Context: an optimization exercise on an open-source flow, tuned for small area. The choices shown serve that exercise and are no tape-out recipe.
Function was checked by simulation only, so behaviour that the tests miss may differ from the original.

## build 1
## pipelined_processor
module pipelined_processor(
  input wire clk,
  input wire rst,
  input wire [15:0] input_reg,
  output reg [15:0] output_reg,
  output wire [10:0] imem_addr,
  input wire [15:0] imem_rdata,
  output wire dmem_re,
  output wire [10:0] dmem_raddr,
  input wire [15:0] dmem_rdata,
  output wire dmem_we,
  output wire [10:0] dmem_waddr,
  output wire [15:0] dmem_wdata
);
  reg [10:0] pc;
  reg [4:0]  opD;         
  reg [10:0] fD;
  reg [4:0]  opE;         
  reg [10:0] fE;
  reg        jmpE;        
  reg [10:0] breg;        
  reg [15:0] T;           
  reg [15:0] U;           
  reg [10:0] fW;          
  reg        weW;         
  reg        dblW;        
  reg        stW;         
  reg        mviW;        
  reg [15:0] W0;          
  reg [15:0] W1;          
  reg        pV;          
  reg [2:0]  pA;
  reg [15:0] pD;
  reg [127:0] rf;        
  reg [7:0]  rfv;         
  assign imem_addr = pc;
  wire jfD = (opD == 5'b10011) & T[fD[7:4]];
  wire holdD = jfD | (opD == 5'b11111);
  wire [10:0] pcinc;
  wire [11:0] ic;
  assign ic[0] = 1'b1;
  genvar k;
  generate
    for (k = 0; k < 11; k = k + 1) begin : g_inc
      assign pcinc[k] = pc[k] ^ ic[k];
      assign ic[k+1] = pc[k] & ic[k];
    end
  endgenerate
  always @(posedge clk or posedge rst) begin
    if (rst) begin
      pc <= 11'd0;
      opD <= 5'd0;
      opE <= 5'd0;
      jmpE <= 1'b0;
    end else begin
      if (!holdD) pc <= jmpE ? breg : pcinc;
      opD <= jmpE ? 5'd0 : imem_rdata[15:11];
      opE <= jmpE ? 5'd0 : opD;
      jmpE <= ~jmpE & jfD;
    end
  end
  always @(posedge clk) begin
    fD <= jmpE ? 11'd0 : imem_rdata[10:0];
    fE <= jmpE ? 11'd0 : fD;
    breg <= fW;
  end
  wire rdsrc = (opE == 5'b01100) | (opE == 5'b01101) | (opE == 5'b01110) |
               (opE == 5'b10110) | (opE == 5'b10111);
  wire [2:0] rs1 = rdsrc ? fE[10:8] : fE[7:5];
  ...
Size in the first run: roughly 3900 cells after synthesis.
Settings: LEC_CHECK=0, ABC_AREA=1, CAP_MARGIN=20, CORE_MARGIN=2, CORE_UTILIZATION=65, SLEW_MARGIN=20; clock period 50.0 ns.
standard.sh (not shown) runs the stock make flow with config.mk's settings and CLKGATE_MAP_FILE= SYNTH_SCRIPT=/design/flow/synth_recipe.tcl, a recipe that flattens the netlist after the stock synthesis.
==> flow/flow/run.sh <==
#!/bin/bash
set -o pipefail
export BUFFER_PORTS_ARGS="-buffer_cell sky130_fd_sc_hd__buf_1"
export CTS_ARGS="-sink_clustering_enable -repair_clock_nets -dont_use_dummy_load -sink_clustering_size 30 -sink_clustering_max_diameter 80 -buf_list sky130_fd_sc_hd__clkbuf_16"
bash standard.sh > standard.log 2>&1
[inputs] build 59 vs build 1
==> flow/flow/run.sh <==
#!/bin/bash
set -o pipefail
export BUFFER_PORTS_ARGS="-buffer_cell sky130_fd_sc_hd__buf_1"
export CTS_ARGS="-sink_clustering_enable -repair_clock_nets -dont_use_dummy_load -sink_clustering_size 25 -sink_clustering_max_diameter 80 -buf_list sky130_fd_sc_hd__clkbuf_16"
bash standard.sh > standard.log 2>&1
### Flow results
The post-route standard cell area excluding fillers on build 1 is in line with that on build 59.
From build 1 to build 59, die area did not move at all.
The sequential share of layout area of build 59 and that of build 1 are within noise of each other.

========
pipelined_processor, a different RTL version from the one above (not shown whole).
Size: about 3900 cells after synthesis, roughly 310 flip-flops, roughly 120 I/O pins, ~29000 um^2 of cells after synthesis.
## pipelined_processor
module pipelined_processor(
  input wire clk,
  input wire rst,
  input wire [15:0] input_reg,
  output reg [15:0] output_reg,
  output wire [10:0] imem_addr,
  input wire [15:0] imem_rdata,
  output wire dmem_re,
  output wire [10:0] dmem_raddr,
  input wire [15:0] dmem_rdata,
  output wire dmem_we,
  output wire [10:0] dmem_waddr,
  output wire [15:0] dmem_wdata
);
clock: 50.0 ns
lec_check: 0
abc_area: 1
cap_margin: 20
core_margin: 2
core_utilization: 40
slew_margin: 20
==> flow/flow/run.sh <==
#!/bin/bash
set -o pipefail
export BUFFER_PORTS_ARGS="-buffer_cell sky130_fd_sc_hd__buf_1"
export CTS_ARGS="-sink_clustering_enable -repair_clock_nets -dont_use_dummy_load -buf_list sky130_fd_sc_hd__clkbuf_16"
bash standard.sh > standard.log 2>&1
==> next run, changes <==
==> flow/flow/run.sh (replaced) <==
#!/bin/bash
set -o pipefail
export BUFFER_PORTS_ARGS="-buffer_cell sky130_fd_sc_hd__buf_1"
export CTS_ARGS="-sink_clustering_enable -repair_clock_nets -dont_use_dummy_load -buf_list sky130_fd_sc_hd__clkbuf_4"
bash standard.sh > standard.log 2>&1
What happened:
- The changed run went through all stages and came out clean
- via count rises by about 1%
- synthesized cell count stays the same
- cell count rises by about 1%
- worst setup slack loses 0.089 ns
- worst hold slack loses 0.062 ns
- flip-flop and latch count does not change
- die area stays the same
==> next run, changes <==
Settings changed: CORE_UTILIZATION 40 to 65.
What happened:
- The new run ran to the end with no violations
- fmax decreases by 1.8%
- worst setup slack is worse by 0.85 ns
- global-route usage rises by 19 points
- final area is lower by 2.2%
- clock skew increases by 0.011 ns
- first-iteration DRC count climbs by 37%
- critical path depth fell by 8
- count of clock-buffer cells in the layout goes down by 4

port drivers added, routing unchanged:
In the flow no input, the clock included, has a driving cell. The finished layouts below were timed again as built, in two steps.
Step 1 (the two cells are an assumption about what drives the block):
set clk [get_ports {clk}]
set_driving_cell -lib_cell sky130_fd_sc_hd__clkbuf_16 $clk
set_driving_cell -lib_cell sky130_fd_sc_hd__buf_2 [delete_from_list [all_inputs] $clk]
Step 2 moves the port delays by t, midway between the first and last clock arrival at a register: inputs arrive t later, outputs are due t later. That takes back most of the time a late clock gives input paths.
Slacks: ideal ports / drivers / drivers and shift; pairs: ideal ports / drivers.
| run | t, ns | slack for setup (ns) | worst setup path at the end | worst register clock-pin slew, ns |
|---|---|---|---|---|
| build 1 | 0.582 | 2.055 / 2.055 / 2.055 | register to register | 0.12 / 0.12 |
| build 59 | 0.587 | 2.248 / 2.248 / 2.248 | register to register | 0.11 / 0.11 |
| the first run of note 2 | 0.599 | 2.970 / 2.970 / 2.970 | register to register | 0.07 / 0.07 |
| the second run of note 2 | 0.838 | 2.881 / 2.881 / 2.881 | register to register | 0.07 / 0.07 |
| the third run of note 2 | 0.853 | 2.027 / 2.027 / 2.027 | register to register | 0.07 / 0.07 |
After both steps every run listed still meets setup and hold.
